This design comes from an exercise in tuning for small area and a short achievable clock period on the open sky130 flow, not from production work. The RTL was checked by simulation tests, not by an equivalence proof against the original design. Power and IR drop assume default switching activity.

## flow/run.sh

```bash
#!/bin/bash
# synth_recipe.tcl (not shown) runs the flow's synth.tcl, then flattens the netlist and writes it again
# the make line also repeats each setting of config.mk as NAME=value (left out here)
make -C /OpenROAD-flow-scripts/flow DESIGN_CONFIG=/design/flow/config.mk WORK_HOME=/design/flow/orfs CLKGATE_MAP_FILE= SYNTH_SCRIPT=/design/flow/synth_recipe.tcl finish
```

## flow/config.mk

```make
export PLATFORM = sky130hd
export DESIGN_NAME = cse_bubble
export DESIGN_NICKNAME = cse_bubble
export VERILOG_FILES = /design/flow/design.v
export SDC_FILE = /design/flow/constraint.sdc
export NUM_CORES = 4
export LEC_CHECK = 0
export CAP_MARGIN = 20
export CORE_MARGIN = 2
export CORE_UTILIZATION = 55
export CTS_BUF_LIST = sky130_fd_sc_hd__clkbuf_4
export CTS_CLUSTER_SIZE = 30
export SETUP_SLACK_MARGIN = 5
export SLEW_MARGIN = 20
export SYNTH_HIERARCHICAL = 1
export SYNTH_MINIMUM_KEEP_SIZE = 0
```

## flow/constraint.sdc

```tcl
create_clock -name core_clock -period 11.0 [get_ports {clk}]
set_input_delay 2.2000 -clock core_clock [delete_from_list [all_inputs] [get_ports {clk}]]
set_output_delay 2.2000 -clock core_clock [all_outputs]
set_load 0.01 [all_outputs]
```

## flow/design.v

```verilog
module alu (
    input  [31:0] a,
    input  [31:0] b,
    input         reset,
    input         sub,       
    input         lu_ka,     
    input         lu_kb,
    input         s_sum,
    input         s_lu,
    input         s_sll,
    input         s_srl,
    input         s_lt,
    output [31:0] bus0,      
    output [31:0] bus1,      
    output        lt,        
    output        eq         
);
wire [31:0] bx = b ^ {32{sub}};
wire [31:0] p;
wire [31:0] c;             
wire        cout;
genvar i;
generate
for (i = 0; i < 32; i = i + 1) begin : px
  g_xor2 u(.a(a[i]), .b(bx[i]), .y(p[i]));
end
endgenerate
prefix32 pf(.g(a & bx), .p(p), .cin(sub), .c(c), .cout(cout));
wire [31:0] sum;
generate
for (i = 0; i < 32; i = i + 1) begin : sx
  g_xor2 u(.a(p[i]), .b(c[i]), .y(sum[i]));
end
endgenerate
assign lt = ~cout;
assign eq = &p;
wire [31:0] lu  = (a & ({32{lu_ka}} | b)) | (b & {32{lu_kb}});
wire [31:0] shl = a << b[4:0];
wire [31:0] shr = a >> b[4:0];
wire k_sum = s_sum & ~reset;
wire k_lu  = s_lu  & ~reset;
wire k_sll = s_sll & ~reset;
wire k_srl = s_srl & ~reset;
wire k_lt  = s_lt  & ~reset;
wire [31:0] result;
generate
for (i = 0; i < 32; i = i + 1) begin : rm
  if (i == 0) begin : b0
    wire [4:0] n;
    g_nand2 n0(.a(k_sum), .b(sum[i]), .y(n[0]));
    g_nand2 n1(.a(k_sll), .b(shl[i]), .y(n[1]));
    g_nand2 n2(.a(k_srl), .b(shr[i]), .y(n[2]));
    g_nand2 n3(.a(k_lu),  .b(lu[i]),  .y(n[3]));
    g_nand2 n4(.a(k_lt),  .b(lt),     .y(n[4]));
    assign result[i] = ~&n;
  end else begin : bn
    wire [3:0] n;
    g_nand2 n0(.a(k_sum), .b(sum[i]), .y(n[0]));
    g_nand2 n1(.a(k_sll), .b(shl[i]), .y(n[1]));
    g_nand2 n2(.a(k_srl), .b(shr[i]), .y(n[2]));
    g_nand2 n3(.a(k_lu),  .b(lu[i]),  .y(n[3]));
    g_nand4 o(.a(n[0]), .b(n[1]), .c(n[2]), .d(n[3]), .y(result[i]));
  end
end
endgenerate
assign bus0 = result;
assign bus1 = result | {32{reset}};
endmodule
module prefix32(input [31:0] g, input [31:0] p, input cin, output [31:0] c, output cout);
reg [32:0] G [0:6];
reg [32:0] P [0:6];
integer l, k, j;
always @(*) begin
  G[0] = {g, cin};
  P[0] = {p, 1'b0};
  for (l = 0; l < 6; l = l + 1) begin
    for (k = 0; k < 33; k = k + 1) begin
      if ((k >> l) & 1) begin
        j = ((k >> l) << l) - 1;
        G[l+1][k] = G[l][k] | (P[l][k] & G[l][j]);
        P[l+1][k] = P[l][k] & P[l][j];
      end else begin
        G[l+1][k] = G[l][k];
        P[l+1][k] = P[l][k];
      end
    end
  end
end
assign c = G[6][31:0];
assign cout = G[6][32];
endmodule
module g_nand4(input a, b, c, d, output y);
assign y = ~(a & b & c & d);
endmodule
module g_xor2(input a, b, output y);
assign y = a ^ b;
endmodule
module register_veda(
    input         clock,
    input         reset,
    input  [31:0] sel1,        
    input  [31:0] sel2,        
    input         imm_a,       
    input  [15:0] imm,
    input  [31:0] wr,          
    input  [31:0] bus0,
    input  [31:0] bus1,
    output [31:0] read_data1,
    output [31:0] read_data2
);
function [31:0] init_value;
input [4:0] idx;
begin
case(idx)
5'd0: init_value=34;
5'd17: init_value=16;
5'd18: init_value=4;
5'd19: init_value=2;
5'd20: init_value=3;
5'd21: init_value=10;
5'd22: init_value=9;
5'd23: init_value=11;
5'd24: init_value=8;
5'd25: init_value=7;
5'd26: init_value=6;
5'd27: init_value=1;
5'd29: init_value=1;
5'd30: init_value=11;
default: init_value=0;
endcase
end
endfunction
wire [31:0] col [31:0];    
genvar g, b;
generate
for (g = 0; g < 32; g = g + 1) begin : regs
  localparam [31:0] IV = init_value(g);
  reg [31:0] r;
  for (b = 0; b < 32; b = b + 1) begin : bits
    always @(posedge clock)
      if (wr[g]) r[b] <= IV[b] ? bus1[b] : bus0[b];
    assign col[b][g] = r[b];
  end
end
for (b = 0; b < 32; b = b + 1) begin : rp
  if (b < 16) begin : lo
    rdcolx p1(.sel(sel1), .d(col[b]), .u(~imm_a), .k(imm_a & ~imm[b]), .y(read_data1[b]));
  end else begin : hi
    rdcolz p1(.sel(sel1), .d(col[b]), .z(imm_a), .y(read_data1[b]));
  end
  rdcol p2(.sel(sel2), .d(col[b]), .y(read_data2[b]));
end
endgenerate
endmodule
module rdcol(input [31:0] sel, input [31:0] d, output y);
wire [3:0] m;
wire [1:0] o;
genvar k;
generate
for (k = 0; k < 4; k = k + 1) begin : q
  rd8 u(.s(sel[8*k +: 8]), .d(d[8*k +: 8]), .y(m[k]));
end
endgenerate
g_nor2 o0(.a(m[0]), .b(m[1]), .y(o[0]));
g_nor2 o1(.a(m[2]), .b(m[3]), .y(o[1]));
g_nand2 oy(.a(o[0]), .b(o[1]), .y(y));
endmodule
module rdcolx(input [31:0] sel, input [31:0] d, input u, input k, output y);
wire [3:0] m;
wire [1:0] o;
genvar q;
generate
for (q = 0; q < 4; q = q + 1) begin : r
  rd8 v(.s(sel[8*q +: 8]), .d(d[8*q +: 8]), .y(m[q]));
end
endgenerate
g_nor2 o0(.a(m[0]), .b(m[1]), .y(o[0]));
g_nor2 o1(.a(m[2]), .b(m[3]), .y(o[1]));
g_a31oi oy(.a(o[0]), .b(o[1]), .c(u), .d(k), .y(y));
endmodule
module rdcolz(input [31:0] sel, input [31:0] d, input z, output y);
wire [3:0] m;
wire [1:0] o;
genvar q;
generate
for (q = 0; q < 4; q = q + 1) begin : r
  rd8 v(.s(sel[8*q +: 8]), .d(d[8*q +: 8]), .y(m[q]));
end
endgenerate
g_nor2 o0(.a(m[0]), .b(m[1]), .y(o[0]));
g_nor2 o1(.a(m[2]), .b(m[3]), .y(o[1]));
g_a21oi oy(.a(o[0]), .b(o[1]), .c(z), .y(y));
endmodule
module rd8(input [7:0] s, input [7:0] d, output y);
assign y = |(s & d);
endmodule
module g_a31oi(input a, b, c, d, output y);
assign y = ~((a & b & c) | d);
endmodule
module g_a21oi(input a, b, c, output y);
assign y = ~((a & b) | c);
endmodule
module g_nand2(input a, b, output y);
assign y = ~(a & b);
endmodule
module g_nor2(input a, b, output y);
assign y = ~(a | b);
endmodule
module control(
    input  [5:0] op,
    output       we,
    output       imm_a,      
    output       dst_rs,     
    output       dst_rt,     
    output       sub,
    output       lu_ka,
    output       lu_kb,
    output       s_sum,
    output       s_lu,
    output       s_sll,
    output       s_srl,
    output       s_lt,
    output       b_eq,       
    output       b_ne,       
    output       b_ge,       
    output       b_le,       
    output       b_lt,       
    output       jmp_abs,    
    output       jmp_reg     
);
wire o_add  = (op == 6'd0) | (op == 6'd2) | (op == 6'd4) | (op == 6'd5);
wire o_sub  = (op == 6'd1) | (op == 6'd3);
wire o_and  = (op == 6'd6) | (op == 6'd8);
wire o_or   = (op == 6'd7) | (op == 6'd9);
wire o_sll  = (op == 6'd10);
wire o_srl  = (op == 6'd11);
wire o_lw   = (op == 6'd12);
wire o_sw   = (op == 6'd13);
wire o_slt  = (op == 6'd23) | (op == 6'd24);
assign we      = o_add | o_sub | o_and | o_or | o_sll | o_srl | o_lw | o_sw | o_slt;
assign imm_a   = (op == 6'd4) | (op == 6'd5) | (op == 6'd8) | (op == 6'd9) |
                 (op == 6'd14) | (op == 6'd24);
assign dst_rs  = o_lw;
assign dst_rt  = o_sw;
assign sub     = ~(o_add);
assign lu_ka   = o_or | o_sw;
assign lu_kb   = o_or | o_lw;
assign s_sum   = o_add | o_sub;
assign s_lu    = o_and | o_or | o_lw | o_sw;
assign s_sll   = o_sll;
assign s_srl   = o_srl;
assign s_lt    = o_slt;
assign b_eq    = (op == 6'd14);
assign b_ne    = (op == 6'd15);
assign b_ge    = (op == 6'd17);
assign b_le    = (op == 6'd18);
assign b_lt    = (op == 6'd19);
assign jmp_abs = (op == 6'd20) | (op == 6'd22);
assign jmp_reg = (op == 6'd21);
endmodule
module datapath(
    input         clock,
    input         reset,
    input  [31:0] instr,
    output        we,
    output [4:0]  waddr,
    output [31:0] result,
    output        taken,
    output        rel,       
    output [7:0]  tgt
);
wire [4:0] rs = instr[25:21];
wire [4:0] rt = instr[20:16];
wire [4:0] rd = instr[15:11];
wire imm_a, dst_rs, dst_rt, sub, lu_ka, lu_kb, s_sum, s_lu, s_sll, s_srl, s_lt;
wire b_eq, b_ne, b_ge, b_le, b_lt, jmp_abs, jmp_reg;
control cntrl(
    .op(instr[31:26]), .we(we), .imm_a(imm_a), .dst_rs(dst_rs), .dst_rt(dst_rt),
    .sub(sub), .lu_ka(lu_ka), .lu_kb(lu_kb), .s_sum(s_sum), .s_lu(s_lu),
    .s_sll(s_sll), .s_srl(s_srl), .s_lt(s_lt), .b_eq(b_eq), .b_ne(b_ne),
    .b_ge(b_ge), .b_le(b_le), .b_lt(b_lt), .jmp_abs(jmp_abs), .jmp_reg(jmp_reg));
wire [3:0] hi1 = 4'b0001 << rs[4:3];
wire [7:0] lo1 = 8'b00000001 << rs[2:0];
wire [3:0] hi2 = 4'b0001 << rt[4:3];
wire [7:0] lo2 = 8'b00000001 << rt[2:0];
wire [31:0] sel1, sel2;
genvar i;
generate
for (i = 0; i < 32; i = i + 1) begin : sl
  assign sel1[i] = hi1[i >> 3] & lo1[i & 7];
  assign sel2[i] = hi2[i >> 3] & lo2[i & 7];
end
endgenerate
assign waddr = dst_rs ? rs : dst_rt ? rt : rd;
wire [31:0] wr = {32{reset}} | ({32{we}} & (32'd1 << waddr));
wire [31:0] a, b, bus0, bus1;
register_veda reg_file_module(
    .clock(clock), .reset(reset),
    .sel1(sel1), .sel2(sel2), .imm_a(imm_a), .imm(instr[15:0]),
    .wr(wr), .bus0(bus0), .bus1(bus1),
    .read_data1(a), .read_data2(b));
wire lt, eq;
alu alu_module(
    .a(a), .b(b), .reset(reset), .sub(sub), .lu_ka(lu_ka), .lu_kb(lu_kb),
    .s_sum(s_sum), .s_lu(s_lu), .s_sll(s_sll), .s_srl(s_srl), .s_lt(s_lt),
    .bus0(bus0), .bus1(bus1), .lt(lt), .eq(eq));
assign result = bus0;
assign taken = (b_eq & eq) | (b_ne & ~eq) | (b_ge & ~lt) | (b_le & (lt | eq)) |
               (b_lt & lt) | jmp_abs | jmp_reg;
assign rel   = ~(jmp_abs | jmp_reg);
assign tgt   = jmp_reg ? a[7:0] : instr[7:0];
endmodule
module cse_bubble(
input clk,
input reset,
output [7:0] imem_addr,
input [31:0] imem_data,
output rf_we,
output [4:0] rf_waddr,
output [31:0] rf_wdata
);
reg [7:0]  program_counter;
reg        we_r;
reg [4:0]  waddr_r;
reg [31:0] result_r;
reg        taken_r;
reg        rel_r;
reg [7:0]  tgt_r;
wire        we;
wire [4:0]  waddr;
wire [31:0] result;
wire        taken, rel;
wire [7:0]  tgt;
datapath dp1(
    .clock(clk), .reset(reset), .instr(imem_data),
    .we(we), .waddr(waddr), .result(result),
    .taken(taken), .rel(rel), .tgt(tgt));
wire [7:0] pc1 = program_counter + 8'd1;
wire [7:0] new_pc = ~taken_r ? pc1 : rel_r ? pc1 + tgt_r : tgt_r;
always @(posedge clk, posedge reset) begin
  if (reset) begin
    program_counter <= 8'd0;
    we_r     <= 1'b1;
    waddr_r  <= 5'd0;
    result_r <= 32'd34;
    taken_r  <= 1'b0;
    rel_r    <= 1'b1;
    tgt_r    <= 8'd0;
  end else begin
    program_counter <= new_pc;
    we_r     <= we;
    waddr_r  <= waddr;
    result_r <= result;
    taken_r  <= taken;
    rel_r    <= rel;
    tgt_r    <= tgt;
  end
end
assign imem_addr = program_counter;
assign rf_we     = we_r;
assign rf_waddr  = waddr_r;
assign rf_wdata  = result_r;
endmodule
```

==> results of run 1 <==
[worst min-delay path by stage]
| stage | from | endpoint | slack (ns) | cells after the start |
|---|---|---|---|---|
| 2_1_floorplan | tgt_r[7]$_DFF_PP0_ | program_counter[7]$_DFF_PP0_ | 0.47 | 1 |
| 3_3_place_gp | tgt_r[7]$_DFF_PP0_ | program_counter[7]$_DFF_PP0_ | 0.48 | 1 |
| 3_5_place_dp | tgt_r[7]$_DFF_PP0_ | program_counter[7]$_DFF_PP0_ | 0.48 | 1 |
| 4_1_cts | tgt_r[7]$_DFF_PP0_ | program_counter[7]$_DFF_PP0_ | 0.49 | 1 |
| 5_1_grt | tgt_r[7]$_DFF_PP0_ | program_counter[7]$_DFF_PP0_ | 0.51 | 1 |
| 6_report | tgt_r[7]$_DFF_PP0_ | program_counter[7]$_DFF_PP0_ | 0.50 | 1 |
[registers in the layout, indices dropped and copies added (netlist names)]
register	flops
program_counter	8
waddr_r	5
dp1.reg_file_module.regs.r	1024
rel_r	1
taken_r	1
we_r	1
result_r	32
tgt_r	8
[area by class of cell]
| type | instances | area share |
|---|---|---|
| Inverter | 25 | 0.001730 |
| Clock buffer | 415 | 0.05008 |
| Multi-Input combinational cell | 2757 | 0.3282 |
| Clock inverter | 65 | 0.005872 |
| Sequential cell | 1080 | 0.5168 |
| Antenna cell | 11 | 0.0004424 |
| Tap cell | 1243 | 0.02500 |
| Timing Repair Buffer | 460 | 0.07188 |
[power by group]
group | switching [mW] | internal [mW]
logic | 1.73 | 0.835
clock network | 1.65 | 1.82
registers | 0.184 | 4.89
total | 3.57 | 7.54
[stage by stage]
step / cells / total power, mW / hold WS [ns] / util / worst slack (ns)
floorplan: 3927 / 6.498 / 0.4667 / - / 4.289
global placement: 5295 / 7.320 / 0.4773 / 0.5951 / 1.874
detailed placement: 5296 / 7.351 / 0.4811 / 0.5952 / 1.919
CTS: 6002 / 10.89 / 0.4889 / 0.6667 / 4.763
global route: 6049 / 11.44 / 0.5126 / 0.6765 / 4.967
finish: 6056 / 11.11 / 0.4951 / 0.6767 / 4.799
[cell usage in the layout, fill, tap and decap left out, types with 32 or more instances in the layout]
cell	count
buf_4	295
and2_1	35
clkdlybuf4s50_1	65
mux2_2	55
a22oi_1	1033
nand4_1	302
a21o_1	45
clkinv_1	51
mux2i_1	77
o21ai_0	32
nor2_1	223
dfrtp_1	52
a21oi_1	79
buf_12	50
nor2_2	63
edfxtp_1	1024
xor2_2	37
nand2_1	227
xor2_1	61
nor2_4	104
clkbuf_4	417
[routing by layer]
metal  up-vias  global-route usage  part of all wire
li1      17870                   -                 -
met1     22140              0.5932              0.33
met2      4813              0.6542              0.40
met3      1079              0.2356              0.18
met4        22              0.3237             0.087
met5         -             0.03589            0.0025
[worst max-delay path: cells and delay by family]
kind	cells	cell delay, ns
buf+inv	8	1.52
simple gates	6	1.66
xor+xnor	2	0.39
compound gates	7	1.28
[repair_timing]
action                                  4_1_cts  5_1_grt
hold endpoints to repair                      0        0
endpoints found under the setup margin     1057     1013
pin swaps                                    90       40
setup buffers                               197       37
gates cloned                                 29        6
resized for setup                           240      144
==> flow_metrics.tcl, run 1 <==
set metrics [dict create \
    die_y_um 309.2 \
    synthCells 3927 \
    final_area_mm2 0.06222 \
    die-area_mm2 0.09560 \
    cp_max_fo 10 \
    r2r-end "dp1.reg_file_module.regs[9].r[28]$_DFFE_PP_" \
    clock_skew_ns 0.2183 \
    hold_class "flop to flop" \
    numPortBuffers 79 \
    grt_pass1_wl_mm 317.7 \
    design.core.area_mm2 0.09194 \
    status "no timing/DRC/antenna violations" \
    placed_area_mm2 0.05472 \
    postCtsHoldBufs 0 \
    antenna_found_initial 11 \
    min_period_ns 6.201 \
    grt-ovfl-total 0 \
    tightest_slew_ns 1.205 \
    routed_wl_mm 232.4 \
    viasPerCell 7.583 \
    slew_headroom 0.1964 \
    cts_max_path_buffers 4 \
    clk_latency_ns 1.29 \
    cts_inserted_buffers 291 \
    clkTransAtPathRegs_ns 0.06 \
    syn_area_mm2 0.05123 \
    p_leak_nw 22.05 \
    drtIter0Drc 8951 \
    track_usage 0.4789 \
    dp_hpwl_mm 133.8 \
    setup_violations 0 \
    cp.arrival_ns 7.08 \
    synth.avg_cell_area_um2 13.05 \
    synthesis.nets 3971 \
    dr.pass1.iters 10 \
    gp_congestion 1.030 \
    cp-end-kind "flop" \
    endpoint "dp1.reg_file_module.regs[9].r[28]$_DFFE_PP_" \
    area_growth_pct 21.45 \
    grt_max_degree 50 \
    cts_tree "built" \
    cts_root_buffer "clkbuf_4" \
    drive_gt1_frac 0.2605 \
    row_count 111 \
    cpPeakStageDelay_ns 0.68 \
    timing_worst_setup_path_type "primary input to flop" \
    nets 4659 \
    timing.max_cap.violations 0 \
    io_pins 80 \
    reg2reg_slack_ns 6.34 \
    grt_pass1_vias 42720 \
    regArea_mm2 0.03216 \
    reg2reg_depth 17 \
    critical_path.startpoint "imem_data[21]" \
    slew_violations 0 \
    fin_crit_sh 0.5637 \
    clock_sinks 1080 \
    fp.dieW_um 309.2 \
    multi_input_comb_area_mm2 0.02042 \
    htree_levels 5 \
    crit_slowest_cell "nand4_1" \
    rr_startpoint "dp1.reg_file_module.regs[3].r[6]$_DFFE_PP_" \
    startpoint_type "primary input" \
    final.fill_count 6726 \
    finalSetupTns_ns 0 \
    wire_per_inst_um 38.37 \
    ant_nets 0 \
    vias 45920 \
    hold_viol 0 \
    ir_drop_v 0.0001387 \
    rsz0062_at_grt "no" \
    start_util 0.5572 \
    remaining_drc_errors 0 \
    powerDensity_mw_per_mm2 178.6 \
    yosys_warnings 11 \
    path_cells "clkbuf_2 > nand3b_1 > buf_12 > nor2_4 > buf_12 > buf_4 > a22oi_1 > nand4_1 > nor2_4 > a31oi_1 > buf_4 > xor2_4 > a21oi_2 > o21a_1 > o22ai_4 > buf_6 > o311ai_4 > a31oi_2 > xor2_1 > nand2_1 > nand4_1 > buf_6 > clkbuf_16" \
    max_freq_ghz 0.1613 \
    required_ns 11.87 \
]
==> inputs of run 2 (changes only) <==
--- a/flow/design.v
+++ b/flow/design.v
@@ -35,8 +35,20 @@
 assign lt = ~cout;
 assign eq = &p;
 wire [31:0] lu  = (a & ({32{lu_ka}} | b)) | (b & {32{lu_kb}});
-wire [31:0] shl = a << b[4:0];
-wire [31:0] shr = a >> b[4:0];
+wire [31:0] arev, trev;
+generate
+for (i = 0; i < 32; i = i + 1) begin : rv
+  assign arev[i] = a[31-i];
+end
+endgenerate
+wire [31:0] t   = (s_srl ? arev : a) << b[4:0];
+generate
+for (i = 0; i < 32; i = i + 1) begin : rt
+  assign trev[i] = t[31-i];
+end
+endgenerate
+wire [31:0] shl = t;
+wire [31:0] shr = trev;
 wire k_sum = s_sum & ~reset;
 wire k_lu  = s_lu  & ~reset;
 wire k_sll = s_sll & ~reset;
==> flow_metrics.tcl, run 2 <==
set metrics [dict create \
    reg2reg_slack_ns 6.50 \
    regMostFlops "dp1.reg_file_module.regs.r" \
    drtIter0Drc 7631 \
    yosys_warnings 11 \
    mostFrequentLayoutCell "edfxtp_1" \
    timing_worst_setup_path_type "primary input to flop" \
    vias 42550 \
    syn_area_mm2 0.04955 \
    io_pins 80 \
    antenna_found_initial 13 \
    grt_pass1_vias 41030 \
    gp_congestion 1.046 \
    grt_max_degree 45 \
    row_count 110 \
    critical_path.startpoint "imem_data[18]" \
    ant_nets 0 \
    nets 4392 \
    dp_hpwl_mm 127.1 \
    hp-start "tgt_r[7]$_DFF_PP0_" \
    r2r-end "dp1.reg_file_module.regs[2].r[14]$_DFFE_PP_" \
    numPortBuffers 79 \
    cts_max_path_buffers 4 \
    final_cell_mix "edfxtp_1 (1024), a22oi_1 (1023), clkbuf_4 (405)" \
    slew_headroom 0.1860 \
    cp.arrival_ns 6.99 \
    powerDensity_mw_per_mm2 176.5 \
    design.core.area_mm2 0.08960 \
    area_growth_pct 21.94 \
    wire_per_inst_um 37.15 \
    reg_top3 "dp1.reg_file_module.regs.r: 1024 flops, result_r: 32 flops" \
    grt-ovfl-total 0 \
    cp_max_fo 33 \
    timing.max_cap.violations 0 \
    tightest_slew_ns 1.221 \
    startpoint_type "primary input" \
    fin_util 0.6744 \
    p_leak_nw 21.35 \
    die_y_um 304.2 \
    drive_gt1_frac 0.2723 \
    fin_crit_sh 0.5574 \
    clk_latency_ns 1.20 \
    min_period_ns 6.131 \
    hold-worst-slack_ns 0.5164 \
    finalSetupTns_ns 0 \
    rsz0062_at_grt "yes" \
    min_path_cells 1 \
    viasPerCell 7.435 \
    start_util 0.5530 \
    cts_root_buffer "clkbuf_4" \
    required_ns 11.86 \
    fp.dieW_um 304.2 \
    routed_wl_mm 212.6 \
    rr_startpoint "dp1.reg_file_module.regs[19].r[1]$_DFFE_PP_" \
    synth.avg_cell_area_um2 13.62 \
    final.fill_count 6387 \
    remaining_drc_errors 0 \
    track_usage 0.4506 \
    max_freq_ghz 0.1631 \
    reg2reg_depth 16 \
    grt_pass1_wl_mm 294.8 \
    hold_viol 0 \
    cts_inserted_buffers 294 \
    die-area_mm2 0.09251 \
    htree_levels 5 \
    dr.pass1.iters 12 \
    cp-end-kind "flop" \
    hold_class "flop to flop" \
    slew_violations 0 \
    hold_end "program_counter[7]$_DFF_PP0_" \
    synthesis.nets 3682 \
    largest_register_ff_count 1024 \
    clkTransAtPathRegs_ns 0.06 \
    status "no timing/DRC/antenna violations" \
    clock_skew_ns 0.09829 \
    clock_sinks 1080 \
    setup_violations 0 \
    synthCells 3638 \
    ir_drop_v 0.0001065 \
    cts_tree "built" \
]
==> run 2: cell types whose count changed in the layout (fill, tap and decap cells not counted), sizes merged, moves of 14 or more <==
cell,previous run,this run
nor2,390,326
mux2i,81,36
mux2,58,29
nand2,243,218
o21ai,42,23
a21oi,98,81
clkbuf,425,410
mux4,18,33
clkinv,59,73
==> run 2: metrics by stage <==
step | instance area, um^2 | instances | worst slack (ns) | total power [mW]
after floorplan | 50020 | 3638 | 4.323 | 6.239
after global placement | 53100 | 4971 | 1.326 | 6.949
after detailed placement | 53220 | 4977 | 1.730 | 6.990
after CTS | 59750 | 5686 | 5.007 | 10.52
after global routing | 60410 | 5717 | 4.934 | 11.02
final | 60420 | 5722 | 4.869 | 10.66
==> run 2: routing by layer <==
metal	vias up	track usage	part of all wire
met5	-	0	0.00031
met4	10	0.3110	0.087
met3	960	0.1681	0.16
met2	4153	0.6496	0.42
met1	20590	0.5660	0.33
li1	16830	-	-
==> run 2: how the worst max path moves through the flow <==
stage / to / slack, ns / depth (start not counted)
floorplan: dp1.reg_file_module.regs[0].r[29]$_DFFE_PP_ / 4.32 / 16
detailed placement: dp1.reg_file_module.regs[24].r[15]$_DFFE_PP_ / 1.73 / 19
global placement: dp1.reg_file_module.regs[27].r[29]$_DFFE_PP_ / 1.33 / 18
finish: dp1.reg_file_module.regs[2].r[14]$_DFFE_PP_ / 4.87 / 21
global route: dp1.reg_file_module.regs[1].r[30]$_DFFE_PP_ / 4.93 / 22
CTS: dp1.reg_file_module.regs[20].r[0]$_DFFE_PP_ / 5.01 / 22
==> run 2: cell type report <==
| type | count | area (um^2) | share of cell area |
|---|---|---|---|
| inverter | 25 | 108.9 | 0.001802 |
| tap | 1176 | 1471 | 0.02435 |
| clock buffer | 405 | 3040 | 0.05032 |
| antenna | 7 | 17.52 | 0.0002899 |
| timing repair buffer | 458 | 4282 | 0.07086 |
| multi-input combinational | 2489 | 18920 | 0.3131 |
| sequential | 1080 | 32160 | 0.5322 |
| clock inverter | 82 | 430.4 | 0.007123 |
==> run 2: repair_timing <==
action	4_1_cts	5_1_grt
hold buffers	0	0
resized for setup	234	94
endpoints found under the setup margin	1057	678
gates cloned	14	2
pin swaps	95	47
setup buffers	208	26
==> run 2: critical path, cell delays in order <==
cell and delay [ns]:
clkdlybuf4s18_2 0.33, or3b_4 0.49, buf_4 0.17, nor2_4 0.18
buf_4 0.28, a22oi_1 0.11, nand4_1 0.19, nor2_2 0.12
nand2_1 0.09, buf_6 0.22, xor2_2 0.24, xor2_2 0.30
and3_4 0.25, a22oi_4 0.10, o21ai_2 0.26, a31oi_1 0.16
o21ai_0 0.44, xor2_1 0.20, nand2_1 0.07, nand4_1 0.09
buf_4 0.44
==> run 2: power breakdown <==
group | internal, mW | switching, mW
combinational | 0.729 | 1.42
clock | 1.79 | 1.65
sequential | 4.89 | 0.187
==> inputs of run 3 (changes only) <==
--- a/flow/config.mk
+++ b/flow/config.mk
@@ -8,8 +8,6 @@
 export CAP_MARGIN = 20
 export CORE_MARGIN = 2
 export CORE_UTILIZATION = 55
-export CTS_BUF_LIST = sky130_fd_sc_hd__clkbuf_4
-export CTS_CLUSTER_SIZE = 30
 export SETUP_SLACK_MARGIN = 5
 export SLEW_MARGIN = 20
 export SYNTH_HIERARCHICAL = 1
==> flow_metrics.tcl, run 3 <==
set metrics [dict create \
    design.core.area_mm2 0.08960 \
    timing_worst_setup_path_type "primary input to flop" \
    row_count 110 \
    synth.avg_cell_area_um2 13.62 \
    routed_wl_mm 218.7 \
    regMostFlops "dp1.reg_file_module.regs.r" \
    start_util 0.5530 \
    grt_pass1_wl_mm 298.7 \
    die-area_mm2 0.09251 \
    gp_congestion 1.046 \
    timing.max_cap.violations 0 \
    track_usage 0.4559 \
    grt-ovfl-total 0 \
    area_growth_pct 27.36 \
    hold_class "flop to flop" \
    r2r-end "dp1.reg_file_module.regs[18].r[21]$_DFFE_PP_" \
    reg2reg_depth 19 \
    max_freq_ghz 0.1613 \
    regArea_mm2 0.03216 \
    synthesis.nets 3682 \
    wire_per_inst_um 39.28 \
    cp-end-kind "flop" \
    hold_viol 0 \
    power_mw 11.34 \
    drive_gt1_frac 0.2702 \
    ir_drop_v 0.0001690 \
    powerDensity_mw_per_mm2 179.7 \
    clk_latency_ns 0.73 \
    htree_levels 3 \
    p_leak_nw 22.07 \
    required_ns 11.53 \
    largest_register_ff_count 1024 \
    nets 4344 \
    clkTransAtPathRegs_ns 0.06 \
    numPortBuffers 79 \
    clock_skew_ns 0.06717 \
    multi_input_comb_area_mm2 0.01942 \
    cp.arrival_ns 6.73 \
    critical_path.startpoint "imem_data[16]" \
    grt_pass1_vias 40260 \
    rsz0062_at_grt "yes" \
    antenna_found_initial 8 \
    final_cell_mix "edfxtp_1 (1024), a22oi_1 (1008), buf_4 (355)" \
    slew_headroom 0.2013 \
    fin_crit_sh 0.5635 \
    io_pins 80 \
    tightest_slew_ns 1.198 \
    synthCells 3638 \
    dr.pass1.iters 8 \
    reg2reg_slack_ns 6.64 \
    ant_nets 0 \
    yosys_warnings 11 \
    die_y_um 304.2 \
    slew_violations 0 \
    cts_inserted_buffers 107 \
    grt_max_degree 45 \
    drtIter0Drc 7779 \
    endpoint "dp1.reg_file_module.regs[1].r[21]$_DFFE_PP_" \
    clock_sinks 1080 \
    final.fill_count 5957 \
    reg_top3 "dp1.reg_file_module.regs.r: 1024 flops, result_r: 32 flops" \
    fin_util 0.7043 \
    finalSetupTns_ns 0 \
    rr_startpoint "dp1.reg_file_module.regs[19].r[1]$_DFFE_PP_" \
    cts_tree "built" \
    fp.dieW_um 304.2 \
    setup_violations 0 \
    dp_hpwl_mm 127.1 \
    min_period_ns 6.198 \
    mostFrequentLayoutCell "edfxtp_1" \
    cts_max_path_buffers 3 \
    status "no timing/DRC/antenna violations" \
    startpoint_type "primary input" \
    vias 42670 \
    viasPerCell 7.664 \
    syn_area_mm2 0.04955 \
    cts_root_buffer "clkbuf_16" \
    remaining_drc_errors 0 \
    cp_max_fo 9 \
]
-- run 3: final cells by class --
type | instances | share of cell area
Antenna cell | 3 | 0.0001190
Clock buffer | 143 | 0.04695
Clock inverter | 55 | 0.01128
Inverter | 25 | 0.001784
Multi-Input combinational cell | 2492 | 0.3077
Sequential cell | 1080 | 0.5095
Tap cell | 1176 | 0.02332
Timing Repair Buffer | 594 | 0.09927
-- run 3: worst min path at each step --
stage	startpoint	end	slack, ns	depth (start not counted)
2_1_floorplan	tgt_r[7]$_DFF_PP0_	program_counter[7]$_DFF_PP0_	0.47	1
3_3_place_gp	tgt_r[7]$_DFF_PP0_	program_counter[7]$_DFF_PP0_	0.49	1
3_5_place_dp	tgt_r[7]$_DFF_PP0_	program_counter[7]$_DFF_PP0_	0.50	1
4_1_cts	tgt_r[7]$_DFF_PP0_	program_counter[7]$_DFF_PP0_	0.51	1
5_1_grt	tgt_r[7]$_DFF_PP0_	program_counter[7]$_DFF_PP0_	0.54	1
6_report	tgt_r[7]$_DFF_PP0_	program_counter[7]$_DFF_PP0_	0.51	1
-- run 3: worst max-delay path, cell delays in order --
cell and delay, ns:
buf_4 0.16, or3_4 0.44, buf_4 0.17, nor2_4 0.26, buf_4 0.26, a22oi_1 0.15
nand4_1 0.17, nor2_1 0.09, nand2_1 0.22, xor2_1 0.28, xor2_2 0.29, and4_4 0.31
nand2_2 0.07, o22ai_4 0.25, buf_6 0.15, buf_6 0.09, o31ai_4 0.08, a21oi_2 0.16
xor2_1 0.19, nand2_1 0.09, nand4_1 0.13, buf_6 0.24, buf_12 0.21
-- run 3: metrics by stage --
step / cell area, um^2 / cells / hold WS, ns / worst slack, ns
after CTS: 61330 / 5476 / 0.5086 / 4.963
final: 63110 / 5568 / 0.5096 / 4.802
after floorplan: 50020 / 3638 / 0.4667 / 4.323
after detailed placement: 53220 / 4977 / 0.5004 / 1.730
after global placement: 53100 / 4971 / 0.4892 / 1.326
after global routing: 63100 / 5565 / 0.5400 / 4.809
-- run 3: repair_timing --
item	CTS	global route
cloned	21	18
hold buffers	0	0
resized for setup	393	182
pin swaps	156	78
buffers inserted	280	69
setup endpoints to repair	1057	998
-- run 3: per-layer routing --
metal  up-vias  share of wire  track usage
li1      16600              -            -
met1     20800           0.32       0.5755
met2      4278           0.42       0.6571
met3       995           0.17       0.1641
met4         6          0.095       0.3183
met5         -        0.00057            0
-- run 3: where the power goes --
| part | switching [mW] | internal (mW) |
|---|---|---|
| Clock | 1.60 | 2.24 |
| Sequential | 0.191 | 4.90 |
| Combinational | 1.52 | 0.890 |

-- static timing again, ports no longer ideal --
The results above use ideal ports. As a check the final layouts listed here were re-extracted and re-timed, cells and wires unchanged. Step 1 (the two cells are an assumption about what drives the block):
set clk [get_ports {clk}]
set_driving_cell -lib_cell sky130_fd_sc_hd__clkbuf_16 $clk
set_driving_cell -lib_cell sky130_fd_sc_hd__buf_2 [delete_from_list [all_inputs] $clk]
Step 2, shift: input delay + t, output delay - t, t = (earliest + latest rising clock arrival at the registers) / 2. This alone moves slack from input paths to output paths. Three values: ideal ports, drivers, drivers and shift; two values: the first two.
run	t (ns)	setup WS [ns]	latest minus earliest clock arrival (ns)	pins driven straight from the clock port
run 1	1.261	4.799 / 4.852 / 3.591	0.219 / 0.218	1
run 2	1.219	4.869 / 4.783 / 3.564	0.098 / 0.098	1
run 3	0.772	4.802 / 4.744 / 3.973	0.067 / 0.067	1
After both steps every run listed still meets setup and hold. The setup slack of run 2, which loses most, moves by -0.086 ns with the drivers and by -1.305 ns with both steps.
